Background: an optimization exercise with open tools, aiming at small area. Do not read the settings as production practice. In this exercise RTL edits were held to simulation tests only and were not proved equivalent to the original. Power figures rest on the tool's default switching activity, not on a simulated workload.

`design/flow/flow/run.sh`:
```
#!/bin/bash
bash standard.sh > standard.log 2>&1
```
`design/flow/standard.sh`:
```
#!/bin/bash
# synth_recipe.tcl (not shown) runs the flow's synth.tcl, then flattens the netlist and writes it again
# the make line also repeats each setting of config.mk as NAME=value (left out here)
make -C /OpenROAD-flow-scripts/flow DESIGN_CONFIG=/design/flow/config.mk WORK_HOME=/design/flow/orfs CLKGATE_MAP_FILE= SYNTH_SCRIPT=/design/flow/synth_recipe.tcl "${@:-finish}"
```
`design/flow/config.mk`:
```
export PLATFORM = sky130hd
export DESIGN_NAME = PICO_MAIN
export DESIGN_NICKNAME = PICO_MAIN
export VERILOG_FILES = /design/flow/design.v
export SDC_FILE = /design/flow/constraint.sdc
export NUM_CORES = 4
export LEC_CHECK = 0
export CAP_MARGIN = 20
export CORE_MARGIN = 2
export CORE_UTILIZATION = 40
export SLEW_MARGIN = 20
```
`design/flow/constraint.sdc`:
```
create_clock -name core_clock -period 10.0 [get_ports {clock}]
set_input_delay 2.0000 -clock core_clock [delete_from_list [all_inputs] [get_ports {clock}]]
set_output_delay 2.0000 -clock core_clock [all_outputs]
set_load 0.01 [all_outputs]
```
`design/flow/design.v`:
```
`timescale 1ns / 1ps
module PICO_MAIN(
input clock,
input reset,
input SW1,SW2,SW3,SW4,SW5,SW6,SW7, SW0,
input compA, compB, btnC, btnR, JB1, JB2, JB3, JB7, JB8, JB9,
	output enableA,enableB,
    output JA1,JA2,JA3,JA4,
    output a, b, c, d, e, f, g, dp,
    output [3:0] an,
    output LED0,LED1,LED2,LED3,LED4,LED5,LED6,LED7,LED9,LED12,LED13,aim_servo,fire_servo
    );
    wire over = !compA || !compB;
    reg [12:0] wcnt;
    reg [6:0] cntF, cntL, cntR;
    reg lastF, lastL, lastR;
    reg [1:0] sigF, sigL, sigR;          
    reg chgL, chgR;                      
    reg [1:0] stF, stL, stR;             
    reg [1:0] retF, retL, retR;          
    reg LED9_r, LED12_r, LED13_r;
    wire wz = (wcnt == 13'd0);
    wire w1 = (wcnt == 13'd1);
    function [1:0] cls(input [6:0] n);
        cls = (n >= 7'd8 && n <= 7'd33) ? 2'b01 :
              (n >= 7'd34 && n <= 7'd90) ? 2'b10 : 2'b00;
    endfunction
    function [1:0] conf(input [1:0] st, input [1:0] sig, input chg);
        if (sig != 2'b00 && !st[1])
            conf = st + 2'd1;
        else if (sig == 2'b00 || chg)
            conf = 2'd0;
        else
            conf = 2'd3;
    endfunction
    wire [1:0] nF = cls(cntF);
    wire [1:0] nL = cls(cntL);
    wire [1:0] nR = cls(cntR);
    always @(posedge clock) begin
        if (reset) begin
            wcnt <= 0;
            cntF <= 0; cntL <= 0; cntR <= 0;
            lastF <= 0; lastL <= 0; lastR <= 0;
            sigF <= 0; sigL <= 0; sigR <= 0;
            chgL <= 0; chgR <= 0;
            stF <= 0; stL <= 0; stR <= 0;
            retF <= 0; retL <= 0; retR <= 0;
            LED9_r <= 0; LED12_r <= 0; LED13_r <= 0;
        end else if (wz) begin
            wcnt <= 13'd5000;
            cntF <= 0; cntL <= 0; cntR <= 0;
            if (sigF == 2'b00) begin
                LED13_r <= 1; LED12_r <= 0; LED9_r <= 0;
            end else if (sigF == 2'b01) begin
                LED9_r <= 1; LED13_r <= 0; LED12_r <= 0;
            end else if (sigF == 2'b10) begin
                LED12_r <= 1; LED9_r <= 0; LED13_r <= 0;
            end
            sigF <= nF; sigL <= nL; sigR <= nR;
            chgL <= (nL != sigL);
            chgR <= (nR != sigR);
            stF <= conf(stF, sigF, chgR);
            stL <= conf(stL, sigL, chgL);
            stR <= conf(stR, sigR, chgR);
            retF <= (stF == 2'd3) ? sigF : 2'b00;
            retL <= (stL == 2'd3) ? sigL : 2'b00;
            retR <= (stR == 2'd3) ? sigR : 2'b00;
        end else begin
            wcnt <= wcnt - 13'd1;
            if (!w1) begin
                if (JB7 && !lastF && !(&cntF)) cntF <= cntF + 7'd1;
                if (JB8 && !lastL && !(&cntL)) cntL <= cntL + 7'd1;
                if (JB9 && !lastR && !(&cntR)) cntR <= cntR + 7'd1;
            end
            lastF <= JB7; lastL <= JB8; lastR <= JB9;
        end
    end
    assign LED9 = LED9_r;
    assign LED12 = LED12_r;
    assign LED13 = LED13_r;
    reg [7:0] countn;
    reg [6:0] shi;
    always @(posedge clock) begin
        if (reset) begin
            countn <= 0;
            shi <= 0;
        end else begin
            countn <= countn + 8'd1;
            if (&countn[3:0])
                shi <= (shi == 7'd124) ? 7'd0 : shi + 7'd1;
        end
    end
    wire [10:0] scnt = {shi, countn[3:0]};
    reg [6:0] fire_counter;              
    reg [20:0] delay;                    
    reg aiming_reg, firing_reg, fired, aiming_temp;
    reg [2:0] shots;
    reg [1:0] aim;                       
    reg [10:0] aim_lim, fire_lim;
    always @(*) begin
        case (aim)
            2'd0: aim_lim = 11'd70;
            2'd1: aim_lim = 11'd75;
            2'd2: aim_lim = 11'd270;
            default: aim_lim = 11'd170;
        endcase
        case (shots)
            3'd1, 3'd2: fire_lim = 11'd106;
            3'd3, 3'd4: fire_lim = 11'd140;
            3'd5, 3'd6: fire_lim = 11'd190;
            default: fire_lim = 11'd70;
        endcase
    end
    always @(posedge clock) begin
        if (reset) begin
            aiming_temp <= 0;
            aiming_reg <= 0;
            firing_reg <= 0;
            fired <= 0;
            fire_counter <= 0;
            aim <= 0;
            shots <= 0;
            delay <= 0;
        end else begin
            aiming_reg <= scnt < aim_lim;
            firing_reg <= scnt < fire_lim;
            if (fire_counter > 7'd100 && !fired) begin
                delay <= 0;
                fire_counter <= 0;
                fired <= 1;
                shots <= shots + 3'd1;
            end
            if (retF == 2'b10 && !fired && aim != 2'd3 && delay > 21'd400000)
                fire_counter <= fire_counter + 7'd1;
            else if (retL == 2'b10 && !fired && delay > 21'd100000) begin
                aim <= 2'd1;
                aiming_temp <= 1;
            end
            else if (retR == 2'b10 && !fired && delay > 21'd100000) begin
                aim <= 2'd2;
                aiming_temp <= 1;
            end
            else if ((retF != 0 || retL != 0 || retR != 0) && fired)
                aiming_temp <= 0;
            else begin
                if (delay < 21'd2000000)
                    delay <= delay + 21'd1;
                fired <= 0;
                aiming_temp <= 0;
                aim <= 2'd3;
            end
        end
    end
    assign aim_servo = aiming_reg;
    assign fire_servo = firing_reg;
    reg temp_PWM;
    reg [10:0] pcnt;
    reg [12:0] surge;
    reg [4:0] bcnt;
    reg compBuffer, stop;
    reg [10:0] speed;
    always @(*) begin
        case ({SW2,SW0,SW3,SW1})
            4'b0100: speed = 11'd417;
            4'b0001: speed = 11'd833;
            4'b1000: speed = 11'd1250;
            4'b0010: speed = 11'd1567;
            default: speed = 11'd0;
        endcase
    end
    always @(posedge clock) begin
        if (reset) begin
            pcnt <= 0;
            temp_PWM <= 0;
            compBuffer <= 0;
            bcnt <= 5'd20;
            stop <= 0;
            surge <= 0;
        end else begin
            if (btnC) begin
                stop <= 0;
                compBuffer <= 0;
            end
            if (stop == 0) begin
                if (over)
                    surge <= surge + 13'd1;
            end else
                surge <= 0;
            if (surge >= 13'd8000)
                stop <= 1;
            else if (over && stop) begin
                if (bcnt == 5'd20) begin
                    bcnt <= 0;
                    compBuffer <= !compBuffer;
                end else
                    bcnt <= bcnt + 5'd1;
            end
            if (!compBuffer && !aiming_temp) begin
                if (pcnt >= 11'd1567)
                    pcnt <= 0;
                else
                    pcnt <= pcnt + 11'd1;
                if (pcnt < speed)
                    temp_PWM <= 1;
                if (pcnt > speed)
                    temp_PWM <= 0;
            end else if (aiming_temp)
                temp_PWM <= 0;
        end
    end
    assign enableA = temp_PWM;
    assign enableB = temp_PWM;
    reg [1:0] dir;
    reg L, R, L2, R2;
    localparam D_STOP = 2'b00, D_FWD = 2'b11, D_RIGHT = 2'b01, D_LEFT = 2'b10;
    always @(posedge clock) begin
        if (reset) begin
            L <= 0; R <= 0; R2 <= 0; L2 <= 0;
            dir <= D_STOP;
        end else if (over) begin
            dir <= D_STOP;
        end else begin
            if ((JB1 && JB2 && JB3) || (!JB1 && !JB2 && !JB3) || (JB1 && !JB2 && !JB3)) begin
                if (R) dir <= D_RIGHT;
                if (L) dir <= D_LEFT;
            end
            if ((!JB1 && JB2 && JB3) || (((!JB1 && !JB2 && JB3) || (!JB1 && JB2 && !JB3)) && (R2 == 0 || L2 == 0)))
                dir <= D_FWD;
            if (!JB1 && !JB2 && JB3) begin
                L <= 1; R <= 0; R2 <= 0; L2 <= 0;
            end
            if (JB1 && !JB2 && JB3) begin
                dir <= D_LEFT; L2 <= 1;
            end
            if (!JB1 && JB2 && !JB3) begin
                L <= 0; R <= 1; R2 <= 0; L2 <= 0;
            end
            if (JB1 && JB2 && !JB3) begin
                dir <= D_RIGHT; R2 <= 1;
            end
        end
    end
    assign JA1 = dir[0];
    assign JA2 = dir[1] & !dir[0];
    assign JA3 = dir[0] & !dir[1];
    assign JA4 = dir[1];
    reg [1:0] d0;
    reg [2:0] d13;
    reg stop1;
    reg [12:0] surge1;
    always @(posedge clock) begin
        if (reset) begin
            d0 <= 0;
            d13 <= 0;
            stop1 <= 0;
            surge1 <= 0;
        end else begin
            if (btnR)
                stop1 <= 0;
            if (stop1 == 0) begin
                if (over)
                    surge1 <= surge1 + 13'd1;
            end else
                surge1 <= 0;
            if (surge1 >= 13'd8000)
                stop1 <= 1;
            if (over && stop1) begin
                d0 <= 2'd1; d13 <= 3'd1;
            end
            if ((retF == 2'b01 || retL == 2'b01 || retR == 2'b01) && !stop1) begin
                d0 <= 2'd2; d13 <= 3'd2;
            end else if ((retF == 2'b10 || retL == 2'b10 || retR == 2'b10) && !stop1) begin
                d0 <= 2'd3; d13 <= 3'd3;
            end else if (!over && !stop1) begin
                if (SW0) d13 <= 3'd4;
                else if (SW1) d13 <= 3'd5;
                else if (SW2) d13 <= 3'd6;
                else if (SW3) d13 <= 3'd7;
                else d13 <= 3'd0;
            end
        end
    end
    reg [3:0] digit;
    reg [3:0] an_temp;
    always @(*) begin
        case (countn[7:6])
            2'b00: begin
                an_temp = 4'b1110;
                case (d0)
                    2'd0: digit = 4'd0;
                    2'd1: digit = 4'd13;
                    2'd2: digit = 4'd11;
                    default: digit = 4'd14;
                endcase
            end
            2'b01: begin
                an_temp = 4'b1101;
                case (d13)
                    3'd1: digit = 4'd13;
                    3'd2: digit = 4'd11;
                    3'd3: digit = 4'd14;
                    3'd4: digit = 4'd5;
                    3'd6: digit = 4'd5;
                    default: digit = 4'd0;
                endcase
            end
            2'b10: begin
                an_temp = 4'b1011;
                case (d13)
                    3'd1: digit = 4'd14;
                    3'd2: digit = 4'd11;
                    3'd3: digit = 4'd14;
                    3'd4: digit = 4'd2;
                    3'd5: digit = 4'd5;
                    3'd6: digit = 4'd7;
                    default: digit = 4'd0;
                endcase
            end
            default: begin
                an_temp = 4'b0111;
                case (d13)
                    3'd2: digit = 4'd11;
                    3'd3: digit = 4'd14;
                    3'd4, 3'd5, 3'd6: digit = 4'd15;
                    3'd7: digit = 4'd1;
                    default: digit = 4'd0;
                endcase
            end
        endcase
    end
    reg [6:0] sseg_temp;
    always @(*) begin
        case (digit)
            4'd0 : sseg_temp = 7'b1000000;
            4'd1 : sseg_temp = 7'b1111001;
            4'd2 : sseg_temp = 7'b0100100;
            4'd5 : sseg_temp = 7'b0010010;
            4'd7 : sseg_temp = 7'b1111000;
            4'd11: sseg_temp = 7'b0001110;
            4'd13: sseg_temp = 7'b0101111;
            4'd14: sseg_temp = 7'b1000110;
            default: sseg_temp = 7'b0111111;
        endcase
    end
    assign an = an_temp;
    assign {g, f, e, d, c, b, a} = sseg_temp;
    assign dp = 1'b1;
    assign LED0 = SW0;
    assign LED1 = SW1;
    assign LED2 = SW2;
    assign LED3 = SW3;
    assign LED4 = SW4;
    assign LED5 = SW5;
    assign LED6 = SW6;
    assign LED7 = SW7;
endmodule
```
==> results of run 1 <==
[worst max-delay path by stage]
stage	from	endpoint	slack [ns]
6_report	countn[7]$_SDFF_PP0_	g	4.63
4_1_cts	countn[6]$_SDFF_PP0_	a	4.52
3_5_place_dp	SW0	LED0	4.71
3_3_place_gp	SW2	LED2	4.74
2_1_floorplan	SW0	LED0	5.88
5_1_grt	countn[7]$_SDFF_PP0_	g	4.43
[report_power, final]
part | internal, mW | total [mW] | switching, mW
Sequential | 0.725 | 0.783 | 0.0585
Combinational | 0.131 | 0.322 | 0.192
Clock | 0.408 | 0.698 | 0.291
Total | 1.26 | 1.80 | 0.541
[worst max-delay path: stages, from the launching register on]
cell and delay (ns):
dfxtp_1 0.61, or4b_2 0.62, a21oi_1 0.16, nor3_1 0.09
nand2b_1 0.18, inv_1 0.15, ha_1 0.24, mux2_2 0.27
nand2_1 0.06, o21ai_0 0.07, clkdlybuf4s50_1 0.48
[cell usage in the layout, fill, tap and decap left out, types with 9 or more instances in the layout]
cell type	count
inv_1	62
nand2b_1	19
clkdlybuf4s50_1	40
a21o_1	9
a21oi_1	78
a211oi_1	10
nor2_1	145
xor2_1	47
or2_2	12
nor3_1	37
nand3_1	33
clkbuf_16	17
o21ai_0	55
and3_1	22
xnor2_1	25
nand4_1	42
ha_1	66
nor2b_1	14
o221ai_1	10
nand2_1	108
dfxtp_1	169
or3_1	19
[cell type report]
| cell class | count | share of cell area (%) |
|---|---|---|
| Timing Repair Buffer | 46 | 4.11 |
| Inverter | 63 | 2.19 |
| Tap cell | 319 | 3.70 |
| Sequential cell | 169 | 31.4 |
| Clock buffer | 18 | 4.07 |
| Clock inverter | 14 | 1.72 |
| Multi-Input combinational cell | 897 | 52.9 |
[per-stage QoR]
stage | util, % | std cells | instance area, µm² | hold WS [ns] | setup WS (ns)
CTS | 45.7 | 1526 | 10800 | 0.451 | 4.52
global route | 45.7 | 1526 | 10800 | 0.471 | 4.43
detailed placement | 43.0 | 1494 | 10200 | 0.441 | 4.71
global placement | 43.0 | 1494 | 10200 | 0.437 | 4.74
finish | 45.7 | 1526 | 10800 | 0.450 | 4.63
floorplan | - | 1197 | 9650 | 0.422 | 5.88
[Yosys cell counts (12+ instances only)]
cell	count	share of area (%)
nand3_1	33	1.7
nor3_1	38	2.0
o21ai_0	56	2.9
a21oi_1	78	4.0
clkbuf_1	39	1.5
buf_4	14	1.1
ha_1	66	8.6
nor2b_1	14	0.91
xor2_1	47	4.3
nand2b_1	19	1.2
inv_1	62	2.4
and3_1	22	1.4
or3_1	19	1.2
nand2_1	108	4.2
nor2_1	145	5.6
nand4_1	42	2.7
or2_2	12	0.78
dfxtp_1	169	35
xnor2_1	25	2.3
[logic make-up after synthesis]
kind of cell	Yosys count
and+or+nand+nor	497
adders and majority gates	66
AOI/OAI and AO/OA	248
DFF	169
xor gates and xnor gates	72
muxes	13
other	1
buffers and inverters	131
[routing by layer]
layer  up-vias  wire, µm
met3        16       517
met5         -         0
met1      3733     10400
li1       4208         -
met2       105      9010
met4         0       138
==> flow_metrics.tcl, run 1 <==
set metrics [dict create \
    syn_area_um2 9650 \
    yosys.area_share.xor_xnor_pct 6.53 \
    post_cts_buffers 0 \
    hold_violations 0 \
    hold_depth 2 \
    syn_inst 1197 \
    ys_seq_elements 169 \
    grt_max_degree 55 \
    cts_sinks 169 \
    grtUsageMet1_pct 21.8 \
    syn_area_per_cell_um2 8.06 \
    die_area_um2 25400 \
    die_h_um 159 \
    gr-total-overflow 0 \
    total_power_mw 1.80 \
    maxCapViolations 0 \
    finalMaxSlewViolations 0 \
    track_usage_pct 15.9 \
    regMostFlops "delay" \
    die-width_um 159 \
    clk_pin_slew_ns 0.07 \
    crit_type "reg2out" \
    grt_pass1_vias 7378 \
    io_pins 51 \
    synth_flop_cell "dfxtp_1" \
    max_freq_mhz 186 \
    vias 8062 \
    syn_nets 1283 \
    ys_types 77 \
    setup_viol 0 \
    powerDensity_nw_per_um2 167 \
    io_buffers 41 \
    regToRegStartpoint "delay[0]$_SDFF_PP0_" \
    fillers 2355 \
    largest_register_ffs 21 \
    worst_hold_startpoint "lastR$_SDFFE_PP0N_" \
    p_leak_nw 4.01 \
    critPathRequiredTime_ns 8.00 \
    cts_tree "built" \
    clockBufferDepth 2 \
    drt_wl_total_um 20000 \
    multiInputGateArea_um2 5700 \
    wl_per_cell_um 13.1 \
    place_congestion 0.788 \
    path_max_fanout 15 \
    hold_class "reg2reg" \
    grt_setup_unrepaired "no" \
    seq_area_frac_synth_pct 35.1 \
    drtIter0Drc 611 \
    fin_crit_sh_pct 53.7 \
    antenna_found_initial 0 \
    drtPass1Iterations 5 \
    numCtsBuffers 17 \
    clock_skew_ns 0.00948 \
    slew_headroom_pct 30.8 \
    core_area_um2 23600 \
    yosysWarnings 1 \
    area_delta_synth_final_pct 11.8 \
    setup_tns_ns 0 \
    synth_edf_count 0 \
    status "no timing/DRC/antenna violations" \
    diodes 0 \
    r2r-end "delay[8]$_SDFF_PP0_" \
    clkLatencyLatePin_ns 0.43 \
    yosys.area_share.adder_pct 8.56 \
    holdBufCountCts 0 \
    initial_core_util_pct 40.9 \
    cts-root-buf "clkbuf_16" \
    gr-usage-met3_pct 2.55 \
    synth_top_family_by_area "simple AND/OR/NAND/NOR gates" \
    period_minus_slack_ns 5.37 \
    synth-simple-area-share_pct 25.4 \
    place_hpwl_um 13700 \
    drive_above_1_share_pct 5.97 \
    startpoint_type "flop" \
    ir_drop_mv 0.113 \
    r2r_slack_ns 6.33 \
    route.detailed.drc 0 \
    register_area_um2 3380 \
    arrival_ns 3.37 \
    crit_path_end_kind "output port" \
    grt-busiest-layer "met2" \
    holdPathEnd "lastR$_SDFFE_PP0N_" \
    tightest_slew_ns 1.04 \
    ys_async_sr_fraction_pct 0 \
    ant_nets 0 \
    reg2reg_depth 8 \
    fp-row-count 56 \
    synth_compound_area_share_pct 16.9 \
    cts_resized 0 \
    viasPerCell 5.28 \
    htreeDepth 4 \
    grtUsageMet2_pct 26.3 \
    synthMuxAreaShare_pct 1.54 \
    nNetsFinal 1280 \
    grt_pass1_wl_um 34900 \
]
==> run 2, diff against run 1 <==
==> design/flow/run.sh (new file) <==
#!/bin/bash
# synth_recipe.tcl (not shown) runs the flow's synth.tcl, then flattens the netlist and writes it again
# the make line also repeats each setting of config.mk as NAME=value (left out here)
make -C /OpenROAD-flow-scripts/flow DESIGN_CONFIG=/design/flow/config.mk WORK_HOME=/design/flow/orfs CLKGATE_MAP_FILE= SYNTH_SCRIPT=/design/flow/synth_recipe.tcl finish
removed: design/flow/flow/run.sh
removed: design/flow/standard.sh
==> run 2 against run 1 <==
Critical path depth stayed put. Sequential cell count stayed put. Worst setup slack unchanged. Count of clock-buffer cells in the layout did not move. Highest routed layer unchanged. Die area unchanged. Clock skew is the same. Sequential power about the same. Maximum frequency is the same. Critical endpoint unchanged. Utilization is the same. First-iteration DRC count unchanged. Largest power group unchanged. Still clean on timing, DRC and antenna. Combinational power barely moved. Synthesized cell count did not move.
==> flow_metrics.tcl, run 2 <==
set metrics [dict create \
    status "no timing/DRC/antenna violations" \
    grt_pass1_vias 7378 \
    post_cts_buffers 0 \
    initial_core_util_pct 40.9 \
    htreeDepth 4 \
    met3WireLength_um 517 \
    wl_per_cell_um 13.1 \
    final_area_um2 10800 \
    io_pins 51 \
    tightest_slew_ns 1.04 \
    clk_pin_slew_ns 0.07 \
    crit_path_end_kind "output port" \
    io_buffers 41 \
    fin_crit_sh_pct 53.7 \
    synth_edf_count 0 \
    track_usage_pct 15.9 \
    slew_headroom_pct 30.8 \
    drt_wl_total_um 20000 \
    synth_top_cell_by_area "dfxtp_1" \
    clkLatencyLatePin_ns 0.43 \
    wl_met1_um 10400 \
    yosysTopAreaCellShare_pct 35.1 \
    synth.most_common_cell "dfxtp_1" \
    total_power_mw 1.80 \
    clockPowerShare_pct 38.7 \
    met2WireLength_um 9010 \
    power.net_switching_mw 0.541 \
    antenna_found_initial 0 \
    numCtsBuffers 17 \
    cts_tree "built" \
    seq_area_frac_synth_pct 35.1 \
    crit_end "g" \
    ys_seq_elements 169 \
    startpoint "countn[7]$_SDFF_PP0_" \
    power_report.internal_total_mw 1.26 \
    power_frac_comb_pct 17.9 \
    grt_pass1_wl_um 34900 \
    regToRegStartpoint "delay[0]$_SDFF_PP0_" \
    drtIter0Drc 611 \
    dpl_cell_area_um2 10200 \
    cts-root-buf "clkbuf_16" \
    core_area_um2 23600 \
    highest_layer "met4" \
    holdBufCountCts 0 \
    period_minus_slack_ns 5.37 \
    setup_viol 0 \
    crit_type "reg2out" \
    critPathRequiredTime_ns 8.00 \
    route.detailed.drc 0 \
    ant_nets 0 \
    viasPerCell 5.28 \
    syn_area_per_cell_um2 8.06 \
    ys_async_sr_fraction_pct 0 \
    clock_skew_ns 0.00948 \
    p_leak_nw 4.01 \
    place_congestion 0.788 \
    die-width_um 159 \
    r2r_slack_ns 6.33 \
    startpoint_type "flop" \
    yosysWarnings 1 \
    drtPass1Iterations 5 \
    hold_class "reg2reg" \
    r2r-end "delay[8]$_SDFF_PP0_" \
    p_seq_share_pct 43.4 \
    largest_register_ffs 21 \
    arrival_ns 3.37 \
    yosys-top-cells-area "dfxtp_1 (35%), ha_1 (8.6%), nor2_1 (5.6%), xor2_1 (4.3%), nand2_1 (4.2%)" \
    diodes 0 \
    final_cell_mix "dfxtp_1 (169), nor2_1 (145), nand2_1 (108)" \
    hold_violations 0 \
    finalMaxSlewViolations 0 \
    grt_max_degree 55 \
    die_h_um 159 \
    netlist_top_cells_count "dfxtp_1 (169), nor2_1 (145), nand2_1 (108)" \
    syn_inst 1197 \
    max_freq_mhz 186 \
    fp-row-count 56 \
    setup_tns_ns 0 \
    ys_types 77 \
    area_delta_synth_final_pct 11.8 \
    vias 8062 \
    p_sw_share_pct 30.0 \
    clockBufferDepth 2 \
    die_area_um2 25400 \
    grt_setup_unrepaired "no" \
    pre_cts_slack_ns 4.71 \
    maxCapViolations 0 \
    whs_ns 0.450 \
    regMostFlops "delay" \
    drive_above_1_share_pct 5.97 \
    reg2reg_depth 8 \
    syn_area_um2 9650 \
    place_hpwl_um 13700 \
    ir_drop_mv 0.113 \
    cts_resized 0 \
    final_common_cell "dfxtp_1" \
    synth_flop_cell "dfxtp_1" \
    gr-total-overflow 0 \
    syn_nets 1283 \
    path_max_fanout 15 \
    nNetsFinal 1280 \
    powerDensity_nw_per_um2 167 \
    cts_sinks 169 \
    worst_slack_ns 4.63 \
]
[run 2: cell counts after synthesis]
Identical to the previous run, type by type.
[run 2: power groups by stage]
stage	combinational (mW)	sequential, mW	clock [mW]
floorplan	0.251	0.786	0
global placement	0.319	0.797	0
detailed placement	0.325	0.799	0
CTS	0.327	0.783	0.720
global route	0.371	0.792	0.743
finish	0.322	0.783	0.698
[run 2: layout make-up]
cell class              count  area [µm²]
fillers                  2355       12800
clock inverters            14         185
well taps                 319         399
repair buffers             46         443
multi-input cells         897        5700
clock buffers              18         439
flip-flops and latches    169        3380
inverters                  63         236
[run 2: cells by family (layout without fill, tap and decap cells)]
| logic type | Yosys count | in the layout | synth area share, % |
|---|---|---|---|
| other cells | 1 | 1 | 0.0389 |
| buf+inv | 131 | 141 | 5.91 |
| fa+ha+maj | 66 | 66 | 8.56 |
| compound gates | 248 | 248 | 16.9 |
| mux | 13 | 13 | 1.54 |
| flops | 169 | 169 | 35.1 |
| xor+xnor | 72 | 72 | 6.53 |
| simple gates | 497 | 497 | 25.4 |
[run 2: worst min path at each step]
| stage | startpoint | endpoint | slack [ns] | cells past startpoint |
|---|---|---|---|---|
| after floorplan | countn[0]$_SDFF_PP0_ | countn[0]$_SDFF_PP0_ | 0.42 | 1 |
| after global placement | lastR$_SDFFE_PP0N_ | lastR$_SDFFE_PP0N_ | 0.44 | 2 |
| after detailed placement | lastR$_SDFFE_PP0N_ | lastR$_SDFFE_PP0N_ | 0.44 | 2 |
| after CTS | lastR$_SDFFE_PP0N_ | lastR$_SDFFE_PP0N_ | 0.45 | 2 |
| after global routing | lastR$_SDFFE_PP0N_ | lastR$_SDFFE_PP0N_ | 0.47 | 2 |
| final | lastR$_SDFFE_PP0N_ | lastR$_SDFFE_PP0N_ | 0.45 | 2 |
[run 2: worst max-delay path: stages (launching register included)]
cell and delay [ns]:
dfxtp_1 0.61, or4b_2 0.62, a21oi_1 0.16, nor3_1 0.09, nand2b_1 0.18, inv_1 0.15, ha_1 0.24, mux2_2 0.27
nand2_1 0.06, o21ai_0 0.07, clkdlybuf4s50_1 0.48
[run 2: stage by stage]
step | util, % | instances
2_1_floorplan | - | 1197
3_3_place_gp | 43.0 | 1494
3_5_place_dp | 43.0 | 1494
4_1_cts | 45.7 | 1526
5_1_grt | 45.7 | 1526
6_report | 45.7 | 1526
[run 2: per-layer routing]
layer	GRT usage [%]	vias up
li1	-	4208
met5	0	-
met4	3.76	0
met2	26.3	105
met1	21.8	3733
met3	2.55	16
==> run 3, diff against run 2 <==
==> design/flow/flow/run.sh (new file) <==
#!/bin/bash
export BUFFER_PORTS_ARGS="-buffer_cell sky130_fd_sc_hd__buf_1"
export CTS_ARGS="-sink_clustering_enable -repair_clock_nets -dont_use_dummy_load -buf_list sky130_fd_sc_hd__clkbuf_8 -sink_clustering_size 30 -sink_clustering_max_diameter 100"
bash standard.sh > standard.log 2>&1
==> design/flow/standard.sh (new file) <==
#!/bin/bash
# synth_recipe.tcl (not shown) runs the flow's synth.tcl, then flattens the netlist and writes it again
# the make line also repeats each setting of config.mk as NAME=value (left out here)
make -C /OpenROAD-flow-scripts/flow DESIGN_CONFIG=/design/flow/config.mk WORK_HOME=/design/flow/orfs CLKGATE_MAP_FILE= SYNTH_SCRIPT=/design/flow/synth_recipe.tcl "${@:-finish}"
removed: design/flow/run.sh
==> run 3 against run 2 <==
Utilization is 2.7 points lower. Cell count is 0.98% lower. Clock skew is 0.026 ns higher. Sequential power hardly changed. Sequential share of layout area is 2.0 points higher. Register-to-register slack better by 0.15 ns. Non-clock buffer count stayed put. Clock power is 48% lower. Routed wire length is 2.1% lower. First-iteration DRC count is 14% lower. Combinational power is 4% lower. Worst setup slack better by 0.34 ns.
==> flow_metrics.tcl, run 3 <==
set metrics [dict create \
    critical-path-max-stage-delay_ns 0.63 \
    synth_edf_count 0 \
    clkLatencyLatePin_ns 0.46 \
    worst_slack_ns 4.96 \
    drtIter0Drc 525 \
    status "no timing/DRC/antenna violations" \
    nNetsFinal 1280 \
    worst_hold_startpoint "countn[0]$_SDFF_PP0_" \
    total_power_mw 1.46 \
    drtPass1Iterations 4 \
    io_buffers 41 \
    final_area_um2 10200 \
    arrival_ns 3.04 \
    cts-root-buf "clkbuf_8" \
    fin_util_pct 43.0 \
    p_leak_nw 3.72 \
    powerDensity_nw_per_um2 143 \
    viasPerCell 5.32 \
    post_cts_buffers 0 \
    syn_area_um2 9650 \
    htreeDepth 4 \
    vias 8031 \
    clockBufferDepth 2 \
    dpl_cell_area_um2 9920 \
    ys_types 77 \
    initial_core_util_pct 40.9 \
    path_max_fanout 15 \
    yosys-top-cells-area "dfxtp_1 (35%), ha_1 (8.6%), nor2_1 (5.6%), xor2_1 (4.3%), nand2_1 (4.2%)" \
    die-width_um 159 \
    synth.most_common_cell "dfxtp_1" \
    place_hpwl_um 13600 \
    area_delta_synth_final_pct 5.24 \
    ys_seq_elements 169 \
    syn_inst 1197 \
    core_area_um2 23600 \
    r2r-end "delay[2]$_SDFF_PP0_" \
    drive_above_1_share_pct 4.78 \
    syn_nets 1283 \
    largest_register_ffs 21 \
    cp_cell_sequence "or4b_2 > a21oi_1 > nor3_1 > nand2b_1 > inv_1 > ha_1 > mux2_2 > nand2_1 > o21ai_0 > buf_1" \
    slew_headroom_pct 33.7 \
    finalMaxSlewViolations 0 \
    critPathRequiredTime_ns 8.00 \
    die_h_um 159 \
    register_area_um2 3380 \
    wl_per_cell_um 13.0 \
    cts_sinks 169 \
    grt_max_degree 47 \
    ant_nets 0 \
    route.detailed.drc 0 \
    max_freq_mhz 198 \
    pre_cts_slack_ns 5.46 \
    placed_cells 1494 \
    regToRegStartpoint "delay[0]$_SDFF_PP0_" \
    antenna_found_initial 0 \
    setup_viol 0 \
    multiInputGateArea_um2 5710 \
    die_area_um2 25400 \
    setup_tns_ns 0 \
    startpoint_type "flop" \
    crit_buf_inv 2 \
    yosysWarnings 1 \
    cts_tree "built" \
    syn_area_per_cell_um2 8.06 \
    fp-row-count 56 \
    final_common_cell "dfxtp_1" \
    finalNonFillerCells 1511 \
    cts_resized 0 \
    maxCapViolations 0 \
    drt_wl_total_um 19600 \
    fin_crit_sh_pct 50.4 \
    ir_drop_mv 0.0656 \
    grt_setup_unrepaired "no" \
    netlist_top_cells_count "dfxtp_1 (169), nor2_1 (145), nand2_1 (108)" \
    hold_class "reg2reg" \
    io_pins 51 \
    grt_pass1_vias 7316 \
    yosysTopAreaCellShare_pct 35.1 \
    hold_depth 1 \
    final_cell_mix "dfxtp_1 (169), nor2_1 (145), nand2_1 (108)" \
    ys_async_sr_fraction_pct 0 \
    diodes 0 \
    hold_violations 0 \
    holdBufCountCts 0 \
    r2r_slack_ns 6.48 \
    period_minus_slack_ns 5.04 \
    clk_pin_slew_ns 0.08 \
    synth_top_cell_by_area "dfxtp_1" \
    tightest_slew_ns 0.994 \
    place_congestion 0.774 \
    cpLargestDelayFamily "simple AND/OR/NAND/NOR gates" \
    seq_area_frac_synth_pct 35.1 \
    crit_path_end_kind "output port" \
    grt_pass1_wl_um 33900 \
    crit_path_top_delay_cell "dfxtp_1" \
    synth_flop_cell "dfxtp_1" \
    gr-total-overflow 0 \
    holdPathEnd "countn[0]$_SDFF_PP0_" \
    fillers 2415 \
    track_usage_pct 15.6 \
    numCtsBuffers 17 \
    clock_skew_ns 0.0358 \
    whs_ns 0.459 \
    regMostFlops "delay" \
    crit_type "reg2out" \
    reg2reg_depth 8 \
]
-- run 3: cell type report --
type | instances | share of cell area (%)
repair buffers | 46 | 1.92
flip-flops and latches | 169 | 33.3
inverters | 63 | 2.33
well taps | 319 | 3.93
multi-input cells | 897 | 56.2
clock buffers | 17 | 2.30
-- run 3: worst max-delay path by stage --
stage                              start   end  cells after the start  slack, ns
floorplan                            SW0  LED0                      1       5.88
global route        countn[7]$_SDFF_PP0_     g                     10       4.74
CTS                 countn[7]$_SDFF_PP0_     g                     10       4.94
detailed placement  countn[7]$_SDFF_PP0_     g                     10       5.46
global placement    countn[7]$_SDFF_PP0_     g                     10       5.49
finish              countn[7]$_SDFF_PP0_     g                     10       4.96
-- run 3: power breakdown --
part / switching [mW] / internal [mW]
sequential: 0.0587 / 0.724
clock: 0.213 / 0.150
combinational: 0.191 / 0.118
total: 0.463 / 0.993
-- run 3: kinds of logic after synthesis --
family	Yosys count	share of synthesized area, %
AOI/OAI and AO/OA	248	16.9
xor gates and xnor gates	72	6.53
adders and majority gates	66	8.56
buffers and inverters	131	5.91
DFF	169	35.1
muxes	13	1.54
other	1	0.0389
and+or+nand+nor	497	25.4
-- run 3: layer usage --
metal / GRT usage [%] / wire length [µm]
met5: 0 / 0
met4: 3.84 / 172
met2: 25.9 / 8920
met3: 2.92 / 525
met1: 20.9 / 9970
==> run 4, diff against run 3 <==
--- a/design/flow/design.v
+++ b/design/flow/design.v
@@ -1,14 +1,7 @@
 `timescale 1ns / 1ps
-module PICO_MAIN(
-input clock,
-input reset,
-input SW1,SW2,SW3,SW4,SW5,SW6,SW7, SW0,
-input compA, compB, btnC, btnR, JB1, JB2, JB3, JB7, JB8, JB9,
-	output enableA,enableB,
-    output JA1,JA2,JA3,JA4,
-    output a, b, c, d, e, f, g, dp,
-    output [3:0] an,
-    output LED0,LED1,LED2,LED3,LED4,LED5,LED6,LED7,LED9,LED12,LED13,aim_servo,fire_servo
-    );
-    wire over = !compA || !compB;
+module Frequency_Signal_Detection(
+    input clock, reset, JB7, JB8, JB9,
+    output reg [1:0] retF, retL, retR,
+    output LED9, LED12, LED13
+);
     reg [12:0] wcnt;
@@ -19,6 +12,5 @@
     reg [1:0] stF, stL, stR;             
-    reg [1:0] retF, retL, retR;          
     reg LED9_r, LED12_r, LED13_r;
-    wire wz = (wcnt == 13'd0);
-    wire w1 = (wcnt == 13'd1);
+    wire wz = (wcnt == 13'h0001);
+    wire w1 = (wcnt == 13'h1000);
     function [1:0] cls(input [6:0] n);
@@ -40,3 +32,3 @@
         if (reset) begin
-            wcnt <= 0;
+            wcnt <= 13'h0001;
             cntF <= 0; cntL <= 0; cntR <= 0;
@@ -49,3 +41,3 @@
         end else if (wz) begin
-            wcnt <= 13'd5000;
+            wcnt <= 13'hC70;
             cntF <= 0; cntL <= 0; cntR <= 0;
@@ -68,3 +60,3 @@
         end else begin
-            wcnt <= wcnt - 13'd1;
+            wcnt <= {wcnt[11:0], wcnt[12] ^ wcnt[3] ^ wcnt[2] ^ wcnt[0]};
             if (!w1) begin
@@ -80,18 +72,14 @@
     assign LED13 = LED13_r;
-    reg [7:0] countn;
-    reg [6:0] shi;
-    always @(posedge clock) begin
-        if (reset) begin
-            countn <= 0;
-            shi <= 0;
-        end else begin
-            countn <= countn + 8'd1;
-            if (&countn[3:0])
-                shi <= (shi == 7'd124) ? 7'd0 : shi + 7'd1;
-        end
-    end
-    wire [10:0] scnt = {shi, countn[3:0]};
+endmodule
+`timescale 1ns / 1ps
+module servo_controller(
+    input clock, reset,
+    input [10:0] scnt,
+    input [1:0] retF, retL, retR,
+    output aim_servo, fire_servo,
+    output reg aiming_temp
+);
     reg [6:0] fire_counter;              
     reg [20:0] delay;                    
-    reg aiming_reg, firing_reg, fired, aiming_temp;
+    reg aiming_reg, firing_reg, fired;
     reg [2:0] shots;
@@ -155,2 +143,8 @@
     assign fire_servo = firing_reg;
+endmodule
+`timescale 1ns / 1ps
+module Pico_PWM(
+    input clock, reset, btnC, SW0, SW1, SW2, SW3, over, aiming_temp,
+    output enableA, enableB
+);
     reg temp_PWM;
@@ -212,2 +206,27 @@
     assign enableB = temp_PWM;
+endmodule
+`timescale 1ns / 1ps
+module Pico_timebase(
+    input clock, reset,
+    output reg [7:0] countn,
+    output [10:0] scnt
+);
+    reg [6:0] shi;
+    always @(posedge clock) begin
+        if (reset) begin
+            countn <= 0;
+            shi <= 0;
+        end else begin
+            countn <= countn + 8'd1;
+            if (&countn[3:0])
+                shi <= (shi == 7'd124) ? 7'd0 : shi + 7'd1;
+        end
+    end
+    assign scnt = {shi, countn[3:0]};
+endmodule
+`timescale 1ns / 1ps
+module Pico_project_MotorDriver(
+    input clock, reset, over, JB1, JB2, JB3,
+    output JA1, JA2, JA3, JA4
+);
     reg [1:0] dir;
@@ -246,2 +265,11 @@
     assign JA4 = dir[1];
+endmodule
+`timescale 1ns / 1ps
+module Pico_7seg(
+    input clock, reset, btnR, over, SW0, SW1, SW2, SW3,
+    input [1:0] countn_hi,
+    input [1:0] retF, retL, retR,
+    output a, b, c, d, e, f, g, dp,
+    output [3:0] an
+);
     reg [1:0] d0;
@@ -252,4 +280,4 @@
         if (reset) begin
-            d0 <= 0;
-            d13 <= 0;
+            d0 <= 2'd0;
+            d13 <= 3'd0;
             stop1 <= 0;
@@ -282,62 +310,52 @@
     end
-    reg [3:0] digit;
+    reg [6:0] sseg_temp;
     reg [3:0] an_temp;
     always @(*) begin
-        case (countn[7:6])
-            2'b00: begin
-                an_temp = 4'b1110;
+        case (countn_hi)
+            2'b00: an_temp = 4'b1110;
+            2'b01: an_temp = 4'b1101;
+            2'b10: an_temp = 4'b1011;
+            default: an_temp = 4'b0111;
+        endcase
+        case (countn_hi)
+            2'b00:
                 case (d0)
-                    2'd0: digit = 4'd0;
-                    2'd1: digit = 4'd13;
-                    2'd2: digit = 4'd11;
-                    default: digit = 4'd14;
+                    2'd0: sseg_temp = 7'b1000000;
+                    2'd1: sseg_temp = 7'b0101111;
+                    2'd2: sseg_temp = 7'b0001110;
+                    2'd3: sseg_temp = 7'b1000110;
                 endcase
-            end
-            2'b01: begin
-                an_temp = 4'b1101;
+            2'd1:
                 case (d13)
-                    3'd1: digit = 4'd13;
-                    3'd2: digit = 4'd11;
-                    3'd3: digit = 4'd14;
-                    3'd4: digit = 4'd5;
-                    3'd6: digit = 4'd5;
-                    default: digit = 4'd0;
+                    3'd0: sseg_temp = 7'b1000000;
+                    3'd1: sseg_temp = 7'b0101111;
+                    3'd2: sseg_temp = 7'b0001110;
+                    3'd3: sseg_temp = 7'b1000110;
+                    3'd4: sseg_temp = 7'b0010010;
+                    3'd5: sseg_temp = 7'b1000000;
+                    3'd6: sseg_temp = 7'b0010010;
+                    3'd7: sseg_temp = 7'b1000000;
                 endcase
-            end
-            2'b10: begin
-                an_temp = 4'b1011;
+            2'd2:
                 case (d13)
-                    3'd1: digit = 4'd14;
-                    3'd2: digit = 4'd11;
-                    3'd3: digit = 4'd14;
-                    3'd4: digit = 4'd2;
-                    3'd5: digit = 4'd5;
-                    3'd6: digit = 4'd7;
-                    default: digit = 4'd0;
+                    3'd0: sseg_temp = 7'b1000000;
+                    3'd1: sseg_temp = 7'b1000110;
+                    3'd2: sseg_temp = 7'b0001110;
+                    3'd3: sseg_temp = 7'b1000110;
+                    3'd4: sseg_temp = 7'b0100100;
+                    3'd5: sseg_temp = 7'b0010010;
+                    3'd6: sseg_temp = 7'b1111000;
+                    3'd7: sseg_temp = 7'b1000000;
                 endcase
-            end
-            default: begin
-                an_temp = 4'b0111;
+            2'd3:
                 case (d13)
-                    3'd2: digit = 4'd11;
-                    3'd3: digit = 4'd14;
-                    3'd4, 3'd5, 3'd6: digit = 4'd15;
-                    3'd7: digit = 4'd1;
-                    default: digit = 4'd0;
+                    3'd0: sseg_temp = 7'b1000000;
+                    3'd1: sseg_temp = 7'b1000000;
+                    3'd2: sseg_temp = 7'b0001110;
+                    3'd3: sseg_temp = 7'b1000110;
+                    3'd4: sseg_temp = 7'b0111111;
+                    3'd5: sseg_temp = 7'b0111111;
+                    3'd6: sseg_temp = 7'b0111111;
+                    3'd7: sseg_temp = 7'b1111001;
                 endcase
-            end
-        endcase
-    end
-    reg [6:0] sseg_temp;
-    always @(*) begin
-        case (digit)
-            4'd0 : sseg_temp = 7'b1000000;
-            4'd1 : sseg_temp = 7'b1111001;
-            4'd2 : sseg_temp = 7'b0100100;
-            4'd5 : sseg_temp = 7'b0010010;
-            4'd7 : sseg_temp = 7'b1111000;
-            4'd11: sseg_temp = 7'b0001110;
-            4'd13: sseg_temp = 7'b0101111;
-            4'd14: sseg_temp = 7'b1000110;
-            default: sseg_temp = 7'b0111111;
         endcase
@@ -347,2 +365,32 @@
     assign dp = 1'b1;
+endmodule
+`timescale 1ns / 1ps
+module PICO_MAIN(
+input clock,
+input reset,
+input SW1,SW2,SW3,SW4,SW5,SW6,SW7, SW0,
+input compA, compB, btnC, btnR, JB1, JB2, JB3, JB7, JB8, JB9,
+	output enableA,enableB,
+    output JA1,JA2,JA3,JA4,
+    output a, b, c, d, e, f, g, dp,
+    output [3:0] an,
+    output LED0,LED1,LED2,LED3,LED4,LED5,LED6,LED7,LED9,LED12,LED13,aim_servo,fire_servo
+    );
+    wire over = !compA || !compB;
+    wire [1:0] retF, retL, retR;
+    wire [7:0] countn;
+    wire [10:0] scnt;
+    wire aiming_temp;
+    Frequency_Signal_Detection U1(.clock(clock), .reset(reset), .JB7(JB7), .JB8(JB8), .JB9(JB9),
+        .retF(retF), .retL(retL), .retR(retR), .LED9(LED9), .LED12(LED12), .LED13(LED13));
+    Pico_timebase TB(.clock(clock), .reset(reset), .countn(countn), .scnt(scnt));
+    servo_controller U2(.clock(clock), .reset(reset), .scnt(scnt), .retF(retF), .retL(retL), .retR(retR),
+        .aim_servo(aim_servo), .fire_servo(fire_servo), .aiming_temp(aiming_temp));
+    Pico_PWM PWM1(.clock(clock), .reset(reset), .btnC(btnC), .SW0(SW0), .SW1(SW1), .SW2(SW2), .SW3(SW3),
+        .over(over), .aiming_temp(aiming_temp), .enableA(enableA), .enableB(enableB));
+    Pico_project_MotorDriver MotorDriver1(.clock(clock), .reset(reset), .over(over), .JB1(JB1), .JB2(JB2), .JB3(JB3),
+        .JA1(JA1), .JA2(JA2), .JA3(JA3), .JA4(JA4));
+    Pico_7seg display1(.clock(clock), .reset(reset), .btnR(btnR), .over(over), .SW0(SW0), .SW1(SW1), .SW2(SW2), .SW3(SW3),
+        .countn_hi(countn[7:6]), .retF(retF), .retL(retL), .retR(retR),
+        .a(a), .b(b), .c(c), .d(d), .e(e), .f(f), .g(g), .dp(dp), .an(an));
     assign LED0 = SW0;
==> run 4 against run 3 <==
Worst hold slack worse by 0.0041 ns. Clock power is 1% lower. Total power is 1.6% lower. Die area shrank 5.0%. Combinational power is 6% lower.
==> flow_metrics.tcl, run 4 <==
set metrics [dict create \
    antenna_found_initial 0 \
    holdBufCountCts 0 \
    wl_per_cell_um 12.8 \
    drtPass1Iterations 5 \
    ir_drop_mv 0.0982 \
    gr-total-overflow 0 \
    startpoint_type "input pin" \
    track_usage_pct 15.3 \
    p_leak_nw 3.62 \
    largest_register_ffs 21 \
    worst_hold_startpoint "U1.lastR$_SDFFE_PP0N_" \
    drtIter0Drc 381 \
    area_delta_synth_final_pct 5.70 \
    io_pins 51 \
    die_h_um 155 \
    crit_type "in2out" \
    netlist_top_cells_count "dfxtp_1 (169), nor2_1 (142), nand2_1 (110)" \
    maxCapViolations 0 \
    r2r-end "U2.delay[17]$_SDFF_PP0_" \
    synth_flop_cell "dfxtp_1" \
    cts_sinks 169 \
    hold_class "reg2reg" \
    critPathRequiredTime_ns 8.00 \
    numCtsBuffers 17 \
    powerDensity_nw_per_um2 148 \
    worst-path-stages 2 \
    ant_nets 0 \
    yosysWarnings 6 \
    initial_core_util_pct 40.6 \
    die-width_um 155 \
    final_cell_mix "dfxtp_1 (169), nor2_1 (142), nand2_1 (110)" \
    syn_area_per_cell_um2 8.05 \
    yosysTopAreaCellShare_pct 37.0 \
    drive_above_1_share_pct 3.42 \
    max_freq_mhz 220 \
    crit_path_top_delay_cell "buf_1" \
    clockBufferDepth 2 \
    die_area_um2 24100 \
    syn_nets 1219 \
    htreeDepth 4 \
    final_common_cell "dfxtp_1" \
    cts-root-buf "clkbuf_8" \
    clkLatencyLatePin_ns 0.45 \
    hold_violations 0 \
    fp-row-count 55 \
    critical-path-max-stage-delay_ns 0.35 \
    multiInputGateArea_um2 5330 \
    syn_area_um2 9160 \
    place_hpwl_um 12900 \
    fillers 2307 \
    nNetsFinal 1223 \
    syn_inst 1137 \
    post_cts_buffers 0 \
    finalMaxSlewViolations 0 \
    fin_crit_sh_pct 45.5 \
    yosys-top-cells-area "dfxtp_1 (37%), ha_1 (8.5%), nor2_1 (5.8%), nand2_1 (4.5%), a21oi_1 (4.5%)" \
    grt_setup_unrepaired "no" \
    crit_path_end_kind "output port" \
    finalNonFillerCells 1424 \
    synth_top_cell_by_area "dfxtp_1" \
    core_area_um2 22600 \
    slew_headroom_pct 36.2 \
    setup_viol 0 \
    crit_buf_inv 2 \
    tightest_slew_ns 0.957 \
    viasPerCell 5.29 \
    grt_max_degree 80 \
    grt_pass1_vias 6834 \
    drt_wl_total_um 18300 \
    reg2reg_depth 6 \
    setup_tns_ns 0 \
    clock_skew_ns 0.0278 \
    clk_pin_slew_ns 0.08 \
    regToRegStartpoint "U2.delay[15]$_SDFF_PP0_" \
    ys_types 69 \
    period_minus_slack_ns 4.55 \
    seq_area_frac_synth_pct 37.0 \
    startpoint "SW1" \
    regMostFlops "U2.delay" \
    ys_async_sr_fraction_pct 0 \
    synth_edf_count 0 \
    route.detailed.drc 0 \
    grt_pass1_wl_um 31200 \
    register_area_um2 3380 \
    cp_cell_sequence "buf_1 > buf_1" \
    vias 7530 \
    crit_end "LED1" \
    place_congestion 0.785 \
    synth.most_common_cell "dfxtp_1" \
    cts_resized 0 \
    r2r_slack_ns 6.35 \
    diodes 0 \
    arrival_ns 2.55 \
    cpLargestDelayFamily "buffers and inverters" \
    crit_top_cell "buf_1" \
    placed_cells 1406 \
    ys_seq_elements 169 \
    cts_tree "built" \
    status "no timing/DRC/antenna violations" \
    io_buffers 41 \
    path_max_fanout 10 \
]
## run 4: cells by family after synthesis
kind of cell | Yosys count | synth area share [%]
AO/OA/AOI/OAI | 228 | 15.4
XOR/XNOR | 66 | 6.31
adder cells (fa/ha/maj) | 62 | 8.47
buffers and inverters | 107 | 4.89
flip-flops | 169 | 37.0
multiplexers | 13 | 1.46
other | 1 | 0.0410
AND/OR/NAND/NOR | 491 | 26.5
## run 4: worst min path at each step
| stage | end | slack, ns | depth (start not counted) |
|---|---|---|---|
| final | U1.lastR$_SDFFE_PP0N_ | 0.46 | 2 |
| after global routing | U1.wcnt[9]$_SDFF_PP0_ | 0.48 | 1 |
| after CTS | U1.lastR$_SDFFE_PP0N_ | 0.46 | 2 |
| after detailed placement | TB.countn[0]$_SDFF_PP0_ | 0.44 | 1 |
| after global placement | TB.countn[0]$_SDFF_PP0_ | 0.43 | 1 |
| after floorplan | TB.countn[0]$_SDFF_PP0_ | 0.41 | 1 |
## run 4: through the flow
stage                     util (%)  setup slack [ns]  power (mW)  hold WS (ns)  cell area (µm²)
final                         42.9              5.45        1.43         0.455             9680
after global routing          42.9              5.40        1.53         0.476             9680
after CTS                     42.8              5.45        1.45         0.458             9660
after detailed placement      41.8              5.45        1.09         0.436             9430
after global placement        41.8              5.48        1.08         0.434             9430
after floorplan                  -              5.88        1.02         0.414             9160
## run 4: area by class of cell
cell class	instances	area share, %
Multi-Input combinational cell	861	55.1
Sequential cell	169	35.0
Tap cell	285	3.69
Clock buffer	17	2.42
Timing Repair Buffer	47	2.11
Inverter	45	1.75
## run 4: routing by layer
metal | vias to the layer above | track usage, % | share of wire (%)
met2 | 70 | 27.2 | 48
met4 | 0 | 3.98 | 0.97
li1 | 3984 | - | -
met3 | 12 | 2.98 | 2.5
met1 | 3464 | 19.1 | 49
met5 | - | 0 | 0
## run 4: power by group
part,switching (mW),internal (mW),total [mW]
Clock,0.209,0.151,0.360
Combinational,0.183,0.109,0.292
Sequential,0.0524,0.729,0.781
Total,0.445,0.988,1.43
==> run 5, diff against run 4 <==
==> design/flow/flow/run.sh (replaced) <==
#!/bin/bash
# The standard layout (standard.sh), with three changes:
#  - synthesis maps the logic with an area-oriented ABC script (flow/abc_area.script)
#    instead of ORFS's delay-oriented one; everything else in synthesis, including the
#    -nofsm -noshare wrapper, the flattening and the renaming, is synth_recipe.tcl's;
#  - port buffers are the smallest buffer cell;
#  - the clock tree uses clkbuf_8 sink clusters and no dummy loads.
set -euo pipefail
HERE=$(pwd)
sed 's#^  log_cmd abc {\*}$abc_args$#  set abc_args [lreplace $abc_args 1 1 '"$HERE"'/flow/abc_area.script]\n  log_cmd abc {*}$abc_args#' \
    "$FLOW_HOME/scripts/synth.tcl" > "$HERE/synth_area.tcl"
grep -q 'abc_area.script' "$HERE/synth_area.tcl"
sed 's#source $::env(SCRIPTS_DIR)/synth.tcl#source '"$HERE"'/synth_area.tcl#' synth_recipe.tcl > "$HERE/my_synth.tcl"
grep -q 'synth_area.tcl' "$HERE/my_synth.tcl"
sed 's#SYNTH_SCRIPT=[^ ]*#SYNTH_SCRIPT='"$HERE"'/my_synth.tcl#' standard.sh > "$HERE/my_standard.sh"
grep -q 'my_synth.tcl' "$HERE/my_standard.sh"
export BUFFER_PORTS_ARGS="-buffer_cell sky130_fd_sc_hd__buf_1"
export CTS_ARGS="-sink_clustering_enable -repair_clock_nets -dont_use_dummy_load -buf_list sky130_fd_sc_hd__clkbuf_8 -sink_clustering_size 30 -sink_clustering_max_diameter 100"
bash "$HERE/my_standard.sh" > standard.log 2>&1
==> design/flow/flow/abc_area.script (new file) <==
&get -n
&deepsyn -T 60 -S 7
&put
strash
dch -f
amap
topo
==> run 5 against run 4 <==
Still clean on timing, DRC and antenna. Cell area decreased by 9.3%. First-iteration DRC count decreased by 28%. Via count decreased by 9.3%. Critical path type is now reg2out. Critical endpoint is now g. Largest cell class unchanged. Largest power group unchanged.
==> flow_metrics.tcl, run 5 <==
set metrics [dict create \
    syn_nets 1093 \
    yosysWarnings 6 \
    crit_path_end_kind "output port" \
    multiInputGateArea_um2 4090 \
    p_leak_nw 3.13 \
    grt_pass1_vias 6195 \
    die-width_um 146 \
    synth_edf_count 0 \
    die_area_um2 21400 \
    regMostFlops "U2.delay" \
    viasPerCell 5.13 \
    io_pins 51 \
    wl_per_cell_um 12.6 \
    netlist_top_cells_count "nor2_1 (172), dfxtp_1 (169), clkinv_1 (144)" \
    fin_crit_sh_pct 45.8 \
    crit_type "reg2out" \
    drtIter0Drc 275 \
    synth_flop_cell "dfxtp_1" \
    ant_nets 0 \
    ir_drop_mv 0.0919 \
    grt_setup_unrepaired "no" \
    initial_core_util_pct 40.4 \
    finalMaxSlewViolations 0 \
    dpl_cell_area_um2 8540 \
    vias 6830 \
    post_cts_buffers 0 \
    core_area_um2 20000 \
    synth_top_cell_by_area "dfxtp_1" \
    ys_async_sr_fraction_pct 0 \
    fp-row-count 52 \
    final_common_cell "nor2_1" \
    period_minus_slack_ns 4.58 \
    ys_types 47 \
    synth.most_common_cell "nor2_1" \
    status "no timing/DRC/antenna violations" \
    drive_above_1_share_pct 2.07 \
    clk_pin_slew_ns 0.09 \
    startpoint_type "flop" \
    nNetsFinal 1145 \
    io_buffers 41 \
    hold_class "reg2reg" \
    syn_area_per_cell_um2 8.01 \
    antenna_found_initial 0 \
    register_area_um2 3380 \
    drt_wl_total_um 16800 \
    maxCapViolations 0 \
    clockBufferDepth 2 \
    final_area_um2 8770 \
    cts_tree "built" \
    diodes 0 \
    final_cell_mix "nor2_1 (172), dfxtp_1 (169), clkinv_1 (144)" \
    syn_inst 1011 \
    htreeDepth 4 \
    numCtsBuffers 17 \
    slew_headroom_pct 49.2 \
    place_hpwl_um 12400 \
    place_congestion 0.855 \
    cts_resized 0 \
    fillers 2077 \
    drtPass1Iterations 5 \
    syn_area_um2 8100 \
    setup_tns_ns 0 \
    setup_viol 0 \
    grt_pass1_wl_um 28800 \
    area_delta_synth_final_pct 8.33 \
    hold_violations 0 \
    clkLatencyLatePin_ns 0.44 \
    max_freq_mhz 218 \
    largest_register_ffs 21 \
    ys_seq_elements 169 \
    track_usage_pct 16.2 \
    route.detailed.drc 0 \
    die_h_um 146 \
    powerDensity_nw_per_um2 154 \
    cts-root-buf "clkbuf_8" \
    clock_skew_ns 0.0241 \
    holdBufCountCts 0 \
    grt_max_degree 36 \
    cts_sinks 169 \
    critPathRequiredTime_ns 8.00 \
    path_max_fanout 6 \
    yosys-top-cells-area "dfxtp_1 (42%), ha_1 (9.6%), nor2_1 (8.0%), clkinv_1 (6.7%), a211oi_1 (4.5%)" \
    seq_area_frac_synth_pct 41.8 \
    tightest_slew_ns 0.754 \
    yosysTopAreaCellShare_pct 41.8 \
    arrival_ns 2.58 \
    gr-total-overflow 0 \
]
## run 5: final timing paths
kind	from	end	slack, ns	cells past startpoint
min reg2reg	U1.wcnt[6]$_SDFF_PP0_	U1.wcnt[7]$_SDFF_PP0_	0.41	2
min	U1.wcnt[6]$_SDFF_PP0_	U1.wcnt[7]$_SDFF_PP0_	0.41	2
max reg2reg	U2.delay[0]$_SDFF_PP0_	U2.delay[19]$_SDFF_PP0_	5.55	25
max	display1.d13[1]$_SDFFE_PP0P_	g	5.42	6
## run 5: logic make-up after synthesis
| family | after synthesis | share of synthesized area, % |
|---|---|---|
| other | 1 | 0.0463 |
| flip-flops | 169 | 41.8 |
| AO/OA/AOI/OAI | 254 | 20.8 |
| AND/OR/NAND/NOR | 369 | 20.1 |
| buffers and inverters | 156 | 7.69 |
| adder cells (fa/ha/maj) | 62 | 9.58 |
## run 5: power by group
group	switching, mW	leakage, nW	internal [mW]
Sequential	0.0298	1.37	0.717
Clock	0.212	0.122	0.150
Combinational	0.163	1.64	0.0814
Total	0.405	3.13	0.949
## run 5: through the flow
step           util (%)  hold WS (ns)  setup slack [ns]  total power, mW  instances
2_1_floorplan         -         0.403              5.69            0.937       1011
3_3_place_gp       42.6         0.421              5.31             1.01       1314
3_5_place_dp       42.6         0.421              5.21             1.01       1314
4_1_cts            43.8         0.414              5.39             1.38       1331
5_1_grt            43.8         0.431              4.88             1.44       1331
6_report           43.8         0.408              5.42             1.35       1331
## run 5: layer usage
layer	routed length (µm)	track usage, %	vias up
met3	548	3.47	13
met5	0	0	-
met4	169	4.37	0
met2	7350	25.4	86
met1	8710	22.7	3053
li1	-	-	3678
## run 5: critical path, cell delays in order (launching register included)
cell and delay, ns:
dfxtp_1 0.45, clkinv_1 0.24, ha_1 0.36, a222oi_1 0.40, clkinv_1 0.11, a311oi_1 0.38
buf_1 0.20
## run 5: final cells by class
cell class,instances,area share [%]
Clock buffer,17,2.67
Inverter,144,6.16
Multi-Input combinational cell,686,46.7
Sequential cell,169,38.6
Tap cell,270,3.85
Timing Repair Buffer,45,2.11
==> run 6, diff against run 5 <==
--- a/design/flow/design.v
+++ b/design/flow/design.v
@@ -114,3 +114,3 @@
             firing_reg <= scnt < fire_lim;
-            if (fire_counter > 7'd100 && !fired) begin
+            if (fire_counter[6] && fire_counter[5] && fire_counter[2] && (fire_counter[1] || fire_counter[0]) && !fired) begin    
                 delay <= 0;
@@ -182,6 +182,6 @@
                 surge <= 0;
-            if (surge >= 13'd8000)
+            if (&surge[12:8] && surge[6])      
                 stop <= 1;
             else if (over && stop) begin
-                if (bcnt == 5'd20) begin
+                if (bcnt[4] && bcnt[2]) begin       
                     bcnt <= 0;
@@ -192,3 +192,3 @@
             if (!compBuffer && !aiming_temp) begin
-                if (pcnt >= 11'd1567)
+                if (pcnt[10] && pcnt[9] && &pcnt[4:0])      
                     pcnt <= 0;
@@ -221,3 +221,3 @@
             if (&countn[3:0])
-                shi <= (shi == 7'd124) ? 7'd0 : shi + 7'd1;
+                shi <= (&shi[6:2]) ? 7'd0 : shi + 7'd1;
         end
@@ -292,3 +292,3 @@
                 surge1 <= 0;
-            if (surge1 >= 13'd8000)
+            if (&surge1[12:8] && surge1[6])      
                 stop1 <= 1;
==> run 6 against run 5 <==
Via count shrank 1.4%. Count of clock-buffer cells in the layout is the same. Global-route usage shrank 0.68 points. Maximum frequency shrank 4.9%. Cell count shrank 0.83%. Die area shrank 0.51%. Sequential share of layout area grew 0.23 points. Worst hold slack gained 0.018 ns. Critical endpoint is now U2.delay[20]$_SDFF_PP0_.
==> flow_metrics.tcl, run 6 <==
set metrics [dict create \
    die_h_um 146 \
    holdBufCountCts 0 \
    die-width_um 146 \
    place_congestion 0.838 \
    syn_area_um2 8060 \
    seq_area_frac_synth_pct 42.0 \
    critical-path-max-stage-delay_ns 0.45 \
    htreeDepth 4 \
    ant_nets 0 \
    wl_per_cell_um 12.2 \
    cpLargestDelayFamily "simple AND/OR/NAND/NOR gates" \
    syn_area_per_cell_um2 8.02 \
    synth.most_common_cell "dfxtp_1" \
    diodes 0 \
    ys_types 46 \
    finalNonFillerCells 1320 \
    core_area_um2 19600 \
    regMostFlops "U2.delay" \
    grt_pass1_vias 6240 \
    syn_inst 1005 \
    drt_wl_total_um 16100 \
    yosysWarnings 6 \
    cts_sinks 169 \
    grt_pass1_wl_um 27900 \
    clkLatencyLatePin_ns 0.45 \
    crit_type "reg2reg" \
    slew_headroom_pct 48.7 \
    die_area_um2 21300 \
    ir_drop_mv 0.0922 \
    cts_tree "built" \
    fp-row-count 51 \
    hold_class "reg2reg" \
    vias 6733 \
    grt_max_degree 40 \
    place_hpwl_um 11900 \
    setup_tns_ns 0 \
    cts-root-buf "clkbuf_8" \
    drive_above_1_share_pct 1.99 \
    r2r-end "U2.delay[20]$_SDFF_PP0_" \
    viasPerCell 5.10 \
    holdPathEnd "U1.wcnt[8]$_SDFF_PP0_" \
    nNetsFinal 1136 \
    crit_path_end_kind "flop" \
    yosysTopAreaCellShare_pct 42.0 \
    synth_flop_cell "dfxtp_1" \
    largest_register_ffs 21 \
    tightest_slew_ns 0.768 \
    regToRegStartpoint "U2.delay[0]$_SDFF_PP0_" \
    reg2reg_depth 29 \
    powerDensity_nw_per_um2 151 \
    finalMaxSlewViolations 0 \
    track_usage_pct 15.5 \
    crit_path_top_delay_cell "o2111ai_1" \
    synth_top_cell_by_area "dfxtp_1" \
    final_common_cell "dfxtp_1" \
    hold_depth 2 \
    fin_crit_sh_pct 48.2 \
    numCtsBuffers 17 \
    io_pins 51 \
    worst_hold_startpoint "U1.wcnt[7]$_SDFF_PP0_" \
    startpoint_type "flop" \
    hold_violations 0 \
    drtPass1Iterations 4 \
    drtIter0Drc 346 \
    synth_edf_count 0 \
    io_buffers 41 \
    status "no timing/DRC/antenna violations" \
    crit_top_cell "nor2_1" \
    placed_cells 1303 \
    route.detailed.drc 0 \
    area_delta_synth_final_pct 8.25 \
    post_cts_buffers 0 \
    grt_setup_unrepaired "no" \
    arrival_ns 5.20 \
    clk_pin_slew_ns 0.09 \
    r2r_slack_ns 5.18 \
    crit_buf_inv 3 \
    netlist_top_cells_count "dfxtp_1 (169), nor2_1 (157), clkinv_1 (154)" \
    p_leak_nw 3.08 \
    antenna_found_initial 0 \
    gr-total-overflow 0 \
    max_freq_mhz 208 \
    whs_ns 0.427 \
    maxCapViolations 0 \
    ys_async_sr_fraction_pct 0 \
    final_cell_mix "dfxtp_1 (169), nor2_1 (157), clkinv_1 (154)" \
    setup_viol 0 \
    initial_core_util_pct 41.1 \
    yosys-top-cells-area "dfxtp_1 (42%), ha_1 (9.2%), nor2_1 (7.3%), clkinv_1 (7.2%), a211oi_1 (3.8%)" \
    path_max_fanout 6 \
    clockBufferDepth 2 \
    period_minus_slack_ns 4.82 \
    syn_nets 1084 \
    ys_seq_elements 169 \
    critPathRequiredTime_ns 10.38 \
    cts_resized 0 \
    clock_skew_ns 0.0296 \
]
run 6: through the flow:
stage                     setup WS (ns)  utilization (%)  total power [mW]  cell area [µm²]
final                              5.18             44.5              1.32             8720
after global routing               4.59             44.5              1.40             8720
after CTS                          5.15             44.5              1.34             8720
after detailed placement           4.88             43.3             0.975             8490
after global placement             5.01             43.3             0.971             8490
after floorplan                    5.46                -             0.913             8060
run 6: kinds of logic after synthesis:
group	count (synthesis)	share of synthesized area [%]
and+or+nand+nor	354	19.7
AOI/OAI and AO/OA	257	20.9
DFF	169	42.0
buffers and inverters	165	8.15
adders and majority gates	59	9.16
other	1	0.0465
run 6: cell type report:
class | instances | area, µm²
Tap cell | 265 | 332
Multi-Input combinational cell | 671 | 4020
Fill cell | 1990 | 10900
Clock buffer | 17 | 234
Sequential cell | 169 | 3380
Timing Repair Buffer | 44 | 178
Inverter | 154 | 578
run 6: power by group:
group          internal [mW]  leakage [nW]  switching [mW]
combinational         0.0726          1.59           0.138
sequential             0.716          1.37          0.0297
clock                  0.150         0.122           0.209
run 6: worst max-delay path by stage:
stage	from	cells past startpoint	slack [ns]	end
floorplan	SW2	20	5.46	PWM1.temp_PWM$_SDFFE_PP0P_
global placement	SW3	21	5.01	PWM1.temp_PWM$_SDFFE_PP0P_
detailed placement	SW3	21	4.88	PWM1.temp_PWM$_SDFFE_PP0P_
CTS	U2.delay[0]$_SDFF_PP0_	29	5.15	U2.delay[20]$_SDFF_PP0_
global route	U2.delay[0]$_SDFF_PP0_	29	4.59	U2.delay[20]$_SDFF_PP0_
finish	U2.delay[0]$_SDFF_PP0_	29	5.18	U2.delay[20]$_SDFF_PP0_
run 6: layer usage:
layer,vias up,share of wire (%),track usage (%)
met4,0,1.0,4.46
met3,14,2.9,3.67
met1,3015,52,20.6
li1,3637,-,-
met5,-,0,0
met2,67,44,25.2
run 6: worst min-delay path, stage by stage, from the launching register on:
cell      delay (ns)
dfxtp_1         0.30
clkinv_1        0.05
nor2_1          0.04

[what the ideal ports hide]
No port has a modelled driver above. Below, the same layouts with a new extraction and two added sets of constraints.
Step 1: set_driving_cell puts a clkbuf_16 on clock and a buf_2 on each other input, an assumption about the parent block.
Step 2 moves the port delays by t, midway between the first and last clock arrival at a register: inputs arrive t later, outputs are due t later. That takes back most of the time a late clock gives input paths.
Slacks: ideal ports / drivers / drivers and shift; pairs: ideal ports / drivers.
| run | t (ns) | setup WS [ns] | worst setup path after step 2 | worst data-port slew with drivers (ns) | pins driven straight from the clock port |
|---|---|---|---|---|---|
| run 1 | 0.466 | 4.626 / 4.583 / 4.676 | input to output | 0.07 | 1 |
| run 2 | 0.466 | 4.626 / 4.583 / 4.676 | input to output | 0.07 | 1 |
| run 3 | 0.485 | 4.961 / 4.921 / 5.406 | register to output | 0.07 | 1 |
| run 4 | 0.469 | 5.447 / 5.421 / 5.421 | input to output | 0.06 | 1 |
| run 5 | 0.476 | 5.418 / 5.376 / 5.105 | input to register | 0.06 | 1 |
| run 6 | 0.482 | 5.183 / 5.183 / 4.854 | input to register | 0.06 | 1 |
After both steps every run listed still meets setup and hold. For run 6, which loses most, drivers alone change the setup slack by 0.000 ns; drivers and shift together by -0.329 ns.
